What follows belongs to an exercise in optimizing a design on an open flow for small area; a production flow would make more cautious choices.
The RTL was checked by simulation tests, not by an equivalence proof against the original design.

==> inputs of run A <==
## tt_um_ieeeuoftasic_simproc
module tt_um_ieeeuoftasic_simproc (
    input  wire [7:0] ui_in,     
    output wire [7:0] uo_out,    
    input  wire [7:0] uio_in,    
    output wire [7:0] uio_out,   
    output wire [7:0] uio_oe,    
    input  wire       ena,       
    input  wire       clk,       
    input  wire       rst_n      
);
export LEC_CHECK = 0
export CAP_MARGIN = 20
export CORE_MARGIN = 2
export CORE_UTILIZATION = 65
export CTS_BUF_LIST = sky130_fd_sc_hd__clkbuf_8
export CTS_CLUSTER_DIAMETER = 50
export CTS_CLUSTER_SIZE = 16
export PLACE_DENSITY = 0.85
export SLEW_MARGIN = 20
export SYNTH_HIERARCHICAL = 1
create_clock -name core_clock -period 20.0 [get_ports {clk}]
standard.sh (not shown) runs the stock make flow with config.mk's settings and CLKGATE_MAP_FILE= SYNTH_SCRIPT=/design/flow/synth_recipe.tcl, a recipe that flattens the netlist after the stock synthesis.
==> flow/flow/run.sh <==
#!/bin/bash
set -euo pipefail
work=$(pwd)
here=$(cd "$(dirname "${BASH_SOURCE[0]}")" && pwd)

# The standard flow's synthesis script with the ABC mapping script swapped
{
  echo 'proc abc {args} {'
  echo '  set i [lsearch -exact $args -script]'
  echo '  if {$i >= 0} { lset args [expr {$i + 1}] $::env(AREA_ABC_SCRIPT) }'
  echo '  yosys abc {*}$args'
  echo '}'
  cat "$work/synth_recipe.tcl"
} > "$work/synth_area.tcl"

cts="-sink_clustering_enable -repair_clock_nets -sink_clustering_size 18"
cts="$cts -sink_clustering_max_diameter 70 -buf_list sky130_fd_sc_hd__clkbuf_8"
cts="$cts -dont_use_dummy_load"

bash "$work/standard.sh" \
  "SYNTH_SCRIPT=$work/synth_area.tcl" \
  "AREA_ABC_SCRIPT=$here/abc_area.script" \
  "CTS_ARGS=$cts" \
  "BUFFER_PORTS_ARGS=-buffer_cell sky130_fd_sc_hd__buf_1" \
  finish > "$work/standard.log" 2>&1
==> flow/flow/abc_area.script <==
strash
&get -n
&fraig -x
&put
scorr
dc2
strash
&get -n
&dch -f
&nf -R 1000 -p
&put
==> run X: changes against run A <==
--- a/flow/design.v
+++ b/flow/design.v
@@ -99,17 +99,17 @@
     input  logic [7:0] rdata,
     output logic       uart_tx,
     output logic       run,
     output logic       uart_we,
     output logic       pc_set_wr,
     output logic [7:0] ad
 );
     localparam logic [2:0] S_WCMD = 3'd0, S_WADDR = 3'd1, S_WDATA = 3'd2, S_EXEC = 3'd3,
-                           S_RESP = 3'd4, S_XMIT = 3'd5, S_RESP2 = 3'd6, S_XFIN = 3'd7;
+                           S_RESP = 3'd4, S_XMIT = 3'd5, S_XDONE = 3'd6, S_XFIN = 3'd7;
     localparam logic [3:0] K_NOP = 4'd0, K_READ = 4'd1, K_WRITE = 4'd2, K_PING = 4'd3,
                            K_RUN = 4'd4, K_HALT = 4'd5, K_STEP = 4'd6, K_SETPC = 4'd7,
                            K_GETPC = 4'd8;
     logic [2:0] cs;
     logic [3:0] ci;              
     logic       run_reg, step_pulse;
     logic [9:0] tx_cnt;
     logic       tx_tick;
@@ -147,46 +147,47 @@
                  || (cs == S_RESP && is_read && cpu_mid)
                  || (cs == S_XMIT && tx_tick && ci != 4'd0);
     assign ad_d  = (cs == S_WADDR) ? rx_byte : (cs == S_XMIT) ? {1'b1, ad[7:1]} : resp_val;
     always_ff @(posedge clk) begin
         if (rst) begin
             cs         <= S_WCMD;
             run_reg    <= 1'b0;
             step_pulse <= 1'b0;
+            uart_tx    <= 1'b1;
         end else begin
             step_pulse <= exec && ci == K_STEP;
             if (exec && ci == K_RUN)  run_reg <= 1'b1;
             if (exec && ci == K_HALT) run_reg <= 1'b0;
+            uart_tx <= (cs == S_XMIT) ? (ci != 4'd0 ? ad[0] : 1'b0) : 1'b1;
             case (cs)
                 S_WCMD:  if (rx_done) cs <= S_WADDR;
                 S_WADDR: if (rx_done) cs <= S_WDATA;
                 S_WDATA: if (rx_done) cs <= S_EXEC;
                 S_EXEC:  cs <= is_resp ? S_RESP : S_WCMD;
-                S_RESP:  cs <= S_RESP2;
-                S_RESP2: cs <= S_XMIT;
-                S_XMIT:  if (tx_tick && ci == 4'd9) cs <= S_XFIN;
+                S_RESP:  cs <= S_XMIT;
+                S_XMIT:  if (tx_tick && ci == 4'd9) cs <= S_XDONE;
+                S_XDONE: cs <= S_XFIN;
                 default: cs <= S_WCMD;
             endcase
         end
     end
     always_ff @(posedge clk) begin
         case (cs)
             S_WCMD:  if (rx_done) ci <= rx_code;
             S_RESP:  ci <= 4'd0;
             S_XMIT:  if (tx_tick) ci <= ci + 4'd1;
             default: ;
         endcase
         if (ad_en) ad <= ad_d;
-        if (cs == S_RESP2 || tx_tick)
+        if (cs == S_RESP || tx_tick)
             tx_cnt <= {u, 2'b00};
         else
             tx_cnt <= tx_cnt - 10'd1;
     end
-    assign uart_tx   = (cs != S_XMIT) || (ci != 4'd0 && ad[0]);
     assign run       = step_pulse | run_reg;
     assign uart_we   = exec && ci == K_WRITE;
     assign pc_set_wr = exec && ci == K_SETPC;
 endmodule
 module cpu_unit (
     input  logic       clk,
     input  logic       rst,
     input  logic       run,
@@ -223,21 +224,20 @@
     assign op_load  = (op == 4'b0000);
     assign op_store = (op == 4'b0010);
     assign op_br    = (op == 4'b1001) || (op == 4'b0101) || (op == 4'b1010) || (op == 4'b0001);
     assign op_ori   = (op[2:0] == 3'b111);
     logic [1:0] ra;
     logic [7:0] a, b;
     assign ra = op_ori ? 2'b00 : ir[7:6];
     rf_read RR (.r0(rf[0]), .r1(rf[1]), .r2(rf[2]), .r3(rf[3]), .ra(ra), .rb(ir[5:4]), .a(a), .b(b));
-    logic [7:0] alu, pc_sum;
+    logic [7:0] alu;
     alu_unit ALU (
         .a(a), .b(b), .ir(ir), .rdata(rdata), .op_add(op_add), .op_sub(op_sub),
-        .op_nand(op_nand), .op_shift(op_shift), .op_load(op_load), .op_ori(op_ori),
-        .op_br(op_br), .in_c1(in_c1), .pc(pc), .sum(pc_sum), .alu(alu)
+        .op_nand(op_nand), .op_shift(op_shift), .op_load(op_load), .op_ori(op_ori), .alu(alu)
     );
     logic taken;
     always_comb begin
         case (op)
             4'b1001: taken = !zf;
             4'b0101: taken = !nf;
             4'b1010: taken = zf;
             default: taken = 1'b1;
@@ -286,16 +286,18 @@
                 C_5:     st <= run ? C_1 : C_IDLE;
                 default: st <= C_IDLE;
             endcase
         end
     end
     always_ff @(posedge clk) begin
         if (in_c1) ir <= ir_d;
     end
+    logic [7:0] pc_sum;
+    assign pc_sum = pc + (in_c1 ? 8'd1 : {{4{ir[7]}}, ir[7:4]});
     logic       pc_en;
     logic [7:0] pc_d;
     assign pc_en = rst || in_c1 || (in_c3 && op_br && taken) || (halt && pc_set_wr);
     assign pc_d  = {8{!rst}} & (halt ? ad : pc_sum);
     always_ff @(posedge clk) begin
         if (pc_en) pc <= pc_d;
     end
     logic rf_we, fl_we;
@@ -401,30 +403,27 @@
     assign raddr = in_c1 ? pc[5:0] : ld ? b[5:0] : ad[5:0];
     assign waddr = cpu_we ? b[5:0] : ad[5:0];
     assign wdata = cpu_we ? a : rx_byte;
     assign ir_d  = (pend && pc[5:0] == ad[5:0]) ? rx_byte : rdata;
 endmodule
 module alu_unit (
     input  logic [7:0] a, b, ir, rdata,
     input  logic       op_add, op_sub, op_nand, op_shift, op_load, op_ori,
-    input  logic       op_br, in_c1,
-    input  logic [7:0] pc,
-    output logic [7:0] sum,
     output logic [7:0] alu
 );
+    logic [7:0] sum;
     logic [8:0] c;
-    logic [7:0] aa, bb;
-    assign aa = (in_c1 || op_br) ? pc : a;
-    assign bb = in_c1 ? 8'd0 : op_br ? {{4{ir[7]}}, ir[7:4]} : b ^ {8{op_sub}};
+    logic [7:0] bb;
+    assign bb   = b ^ {8{op_sub}};
     always_comb begin
-        c[0] = in_c1 | op_sub;
+        c[0] = op_sub;
         for (int i = 0; i < 8; i++) begin
-            sum[i]   = aa[i] ^ bb[i] ^ c[i];
-            c[i + 1] = (aa[i] & bb[i]) | (c[i] & (aa[i] ^ bb[i]));
+            sum[i]   = a[i] ^ bb[i] ^ c[i];
+            c[i + 1] = (a[i] & bb[i]) | (c[i] & (a[i] ^ bb[i]));
         end
     end
     logic [6:0] sh;              
     logic       pass_a;
     always_comb begin
         sh = 7'd0;
         if (op_shift) begin
             if (ir[5]) sh[3 - ir[4:3]] = 1'b1;      
==> flow/flow/run.sh (replaced) <==
#!/bin/bash
set -euo pipefail
work=$(pwd)
here=$(cd "$(dirname "${BASH_SOURCE[0]}")" && pwd)

# The standard flow's synthesis script with the ABC mapping script swapped
{
  echo 'proc abc {args} {'
  echo '  set i [lsearch -exact $args -script]'
  echo '  if {$i >= 0} { lset args [expr {$i + 1}] $::env(AREA_ABC_SCRIPT) }'
  echo '  yosys abc {*}$args'
  echo '}'
  cat "$work/synth_recipe.tcl"
} > "$work/synth_area.tcl"

cts="-sink_clustering_enable -repair_clock_nets -sink_clustering_size 20"
cts="$cts -sink_clustering_max_diameter 35 -buf_list sky130_fd_sc_hd__clkbuf_8"
cts="$cts -dont_use_dummy_load"

bash "$work/standard.sh" \
  "SYNTH_SCRIPT=$work/synth_area.tcl" \
  "AREA_ABC_SCRIPT=$here/abc_area.script" \
  "CTS_ARGS=$cts" \
  "BUFFER_PORTS_ARGS=-buffer_cell sky130_fd_sc_hd__buf_1" \
  finish > "$work/standard.log" 2>&1
PLACE_DENSITY = not set   (was 0.85)
==> run H: changes against run A <==
--- a/flow/design.v
+++ b/flow/design.v
@@ -99,17 +99,17 @@
     input  logic [7:0] rdata,
     output logic       uart_tx,
     output logic       run,
     output logic       uart_we,
     output logic       pc_set_wr,
     output logic [7:0] ad
 );
     localparam logic [2:0] S_WCMD = 3'd0, S_WADDR = 3'd1, S_WDATA = 3'd2, S_EXEC = 3'd3,
-                           S_RESP = 3'd4, S_XMIT = 3'd5, S_RESP2 = 3'd6, S_XFIN = 3'd7;
+                           S_RESP = 3'd4, S_XMIT = 3'd5, S_XDONE = 3'd6, S_XFIN = 3'd7;
     localparam logic [3:0] K_NOP = 4'd0, K_READ = 4'd1, K_WRITE = 4'd2, K_PING = 4'd3,
                            K_RUN = 4'd4, K_HALT = 4'd5, K_STEP = 4'd6, K_SETPC = 4'd7,
                            K_GETPC = 4'd8;
     logic [2:0] cs;
     logic [3:0] ci;              
     logic       run_reg, step_pulse;
     logic [9:0] tx_cnt;
     logic       tx_tick;
@@ -147,46 +147,47 @@
                  || (cs == S_RESP && is_read && cpu_mid)
                  || (cs == S_XMIT && tx_tick && ci != 4'd0);
     assign ad_d  = (cs == S_WADDR) ? rx_byte : (cs == S_XMIT) ? {1'b1, ad[7:1]} : resp_val;
     always_ff @(posedge clk) begin
         if (rst) begin
             cs         <= S_WCMD;
             run_reg    <= 1'b0;
             step_pulse <= 1'b0;
+            uart_tx    <= 1'b1;
         end else begin
             step_pulse <= exec && ci == K_STEP;
             if (exec && ci == K_RUN)  run_reg <= 1'b1;
             if (exec && ci == K_HALT) run_reg <= 1'b0;
+            uart_tx <= (cs == S_XMIT) ? (ci != 4'd0 ? ad[0] : 1'b0) : 1'b1;
             case (cs)
                 S_WCMD:  if (rx_done) cs <= S_WADDR;
                 S_WADDR: if (rx_done) cs <= S_WDATA;
                 S_WDATA: if (rx_done) cs <= S_EXEC;
                 S_EXEC:  cs <= is_resp ? S_RESP : S_WCMD;
-                S_RESP:  cs <= S_RESP2;
-                S_RESP2: cs <= S_XMIT;
-                S_XMIT:  if (tx_tick && ci == 4'd9) cs <= S_XFIN;
+                S_RESP:  cs <= S_XMIT;
+                S_XMIT:  if (tx_tick && ci == 4'd9) cs <= S_XDONE;
+                S_XDONE: cs <= S_XFIN;
                 default: cs <= S_WCMD;
             endcase
         end
     end
     always_ff @(posedge clk) begin
         case (cs)
             S_WCMD:  if (rx_done) ci <= rx_code;
             S_RESP:  ci <= 4'd0;
             S_XMIT:  if (tx_tick) ci <= ci + 4'd1;
             default: ;
         endcase
         if (ad_en) ad <= ad_d;
-        if (cs == S_RESP2 || tx_tick)
+        if (cs == S_RESP || tx_tick)
             tx_cnt <= {u, 2'b00};
         else
             tx_cnt <= tx_cnt - 10'd1;
     end
-    assign uart_tx   = (cs != S_XMIT) || (ci != 4'd0 && ad[0]);
     assign run       = step_pulse | run_reg;
     assign uart_we   = exec && ci == K_WRITE;
     assign pc_set_wr = exec && ci == K_SETPC;
 endmodule
 module cpu_unit (
     input  logic       clk,
     input  logic       rst,
     input  logic       run,
@@ -223,21 +224,20 @@
     assign op_load  = (op == 4'b0000);
     assign op_store = (op == 4'b0010);
     assign op_br    = (op == 4'b1001) || (op == 4'b0101) || (op == 4'b1010) || (op == 4'b0001);
     assign op_ori   = (op[2:0] == 3'b111);
     logic [1:0] ra;
     logic [7:0] a, b;
     assign ra = op_ori ? 2'b00 : ir[7:6];
     rf_read RR (.r0(rf[0]), .r1(rf[1]), .r2(rf[2]), .r3(rf[3]), .ra(ra), .rb(ir[5:4]), .a(a), .b(b));
-    logic [7:0] alu, pc_sum;
+    logic [7:0] alu;
     alu_unit ALU (
         .a(a), .b(b), .ir(ir), .rdata(rdata), .op_add(op_add), .op_sub(op_sub),
-        .op_nand(op_nand), .op_shift(op_shift), .op_load(op_load), .op_ori(op_ori),
-        .op_br(op_br), .in_c1(in_c1), .pc(pc), .sum(pc_sum), .alu(alu)
+        .op_nand(op_nand), .op_shift(op_shift), .op_load(op_load), .op_ori(op_ori), .alu(alu)
     );
     logic taken;
     always_comb begin
         case (op)
             4'b1001: taken = !zf;
             4'b0101: taken = !nf;
             4'b1010: taken = zf;
             default: taken = 1'b1;
@@ -286,16 +286,18 @@
                 C_5:     st <= run ? C_1 : C_IDLE;
                 default: st <= C_IDLE;
             endcase
         end
     end
     always_ff @(posedge clk) begin
         if (in_c1) ir <= ir_d;
     end
+    logic [7:0] pc_sum;
+    assign pc_sum = pc + (in_c1 ? 8'd1 : {{4{ir[7]}}, ir[7:4]});
     logic       pc_en;
     logic [7:0] pc_d;
     assign pc_en = rst || in_c1 || (in_c3 && op_br && taken) || (halt && pc_set_wr);
     assign pc_d  = {8{!rst}} & (halt ? ad : pc_sum);
     always_ff @(posedge clk) begin
         if (pc_en) pc <= pc_d;
     end
     logic rf_we, fl_we;
@@ -401,30 +403,27 @@
     assign raddr = in_c1 ? pc[5:0] : ld ? b[5:0] : ad[5:0];
     assign waddr = cpu_we ? b[5:0] : ad[5:0];
     assign wdata = cpu_we ? a : rx_byte;
     assign ir_d  = (pend && pc[5:0] == ad[5:0]) ? rx_byte : rdata;
 endmodule
 module alu_unit (
     input  logic [7:0] a, b, ir, rdata,
     input  logic       op_add, op_sub, op_nand, op_shift, op_load, op_ori,
-    input  logic       op_br, in_c1,
-    input  logic [7:0] pc,
-    output logic [7:0] sum,
     output logic [7:0] alu
 );
+    logic [7:0] sum;
     logic [8:0] c;
-    logic [7:0] aa, bb;
-    assign aa = (in_c1 || op_br) ? pc : a;
-    assign bb = in_c1 ? 8'd0 : op_br ? {{4{ir[7]}}, ir[7:4]} : b ^ {8{op_sub}};
+    logic [7:0] bb;
+    assign bb   = b ^ {8{op_sub}};
     always_comb begin
-        c[0] = in_c1 | op_sub;
+        c[0] = op_sub;
         for (int i = 0; i < 8; i++) begin
-            sum[i]   = aa[i] ^ bb[i] ^ c[i];
-            c[i + 1] = (aa[i] & bb[i]) | (c[i] & (aa[i] ^ bb[i]));
+            sum[i]   = a[i] ^ bb[i] ^ c[i];
+            c[i + 1] = (a[i] & bb[i]) | (c[i] & (a[i] ^ bb[i]));
         end
     end
     logic [6:0] sh;              
     logic       pass_a;
     always_comb begin
         sh = 7'd0;
         if (op_shift) begin
             if (ir[5]) sh[3 - ir[4:3]] = 1'b1;      
==> flow/flow/run.sh (replaced) <==
#!/bin/bash
set -euo pipefail
work=$(pwd)
here=$(cd "$(dirname "${BASH_SOURCE[0]}")" && pwd)

# The standard flow's synthesis script with the ABC mapping script swapped
{
  echo 'proc abc {args} {'
  echo '  set i [lsearch -exact $args -script]'
  echo '  if {$i >= 0} { lset args [expr {$i + 1}] $::env(AREA_ABC_SCRIPT) }'
  echo '  yosys abc {*}$args'
  echo '}'
  cat "$work/synth_recipe.tcl"
} > "$work/synth_area.tcl"

cts="-sink_clustering_enable -repair_clock_nets -sink_clustering_size 16"
cts="$cts -sink_clustering_max_diameter 50 -buf_list sky130_fd_sc_hd__clkbuf_8"
cts="$cts -dont_use_dummy_load"

bash "$work/standard.sh" \
  "SYNTH_SCRIPT=$work/synth_area.tcl" \
  "AREA_ABC_SCRIPT=$here/abc_area.script" \
  "CTS_ARGS=$cts" \
  finish > "$work/standard.log" 2>&1
PLACE_DENSITY = not set   (was 0.85)
==> notes.md <==
Run A produced a clean layout. Run H ran to the end with no violations. Run X went through all stages and came out clean. Of run A and run H, run H has the higher die area (gap about 0.26%, measured against run H). Between run H and run X, the lower register-to-register slack is in run H (gap 0.02 ns). Clock skew: run A < run X < run H. Between run X and run H, the lower first-iteration DRC count is in run X (gap about 7%, measured against run H). Non-clock buffer count: run A is lower than run H (2).

## separate check: timing with driven ports
Ports are ideal in the flow. The routed layouts listed here were re-timed in OpenROAD.
Step 1 sets driving cells, clkbuf_16 on the clock port and buf_2 on the other inputs (assumed; they add their load-dependent delay and slew).
Step 2 also shifts input and output timing later by t, the mid clock arrival at the registers, as if the neighbouring blocks saw the same clock.
a / b / c = ideal / step 1 / step 2; a / b = the first two.
run | t (ns) | setup slack, ns | latest minus earliest clock arrival (ns)
run A | 0.674 | 12.718 / 12.718 / 12.718 | 0.062 / 0.062
run X | 0.685 | 12.751 / 12.751 / 12.751 | 0.085 / 0.085
run H | 0.669 | 12.727 / 12.727 / 12.727 | 0.109 / 0.109
After both steps setup and hold are still met in every run listed.
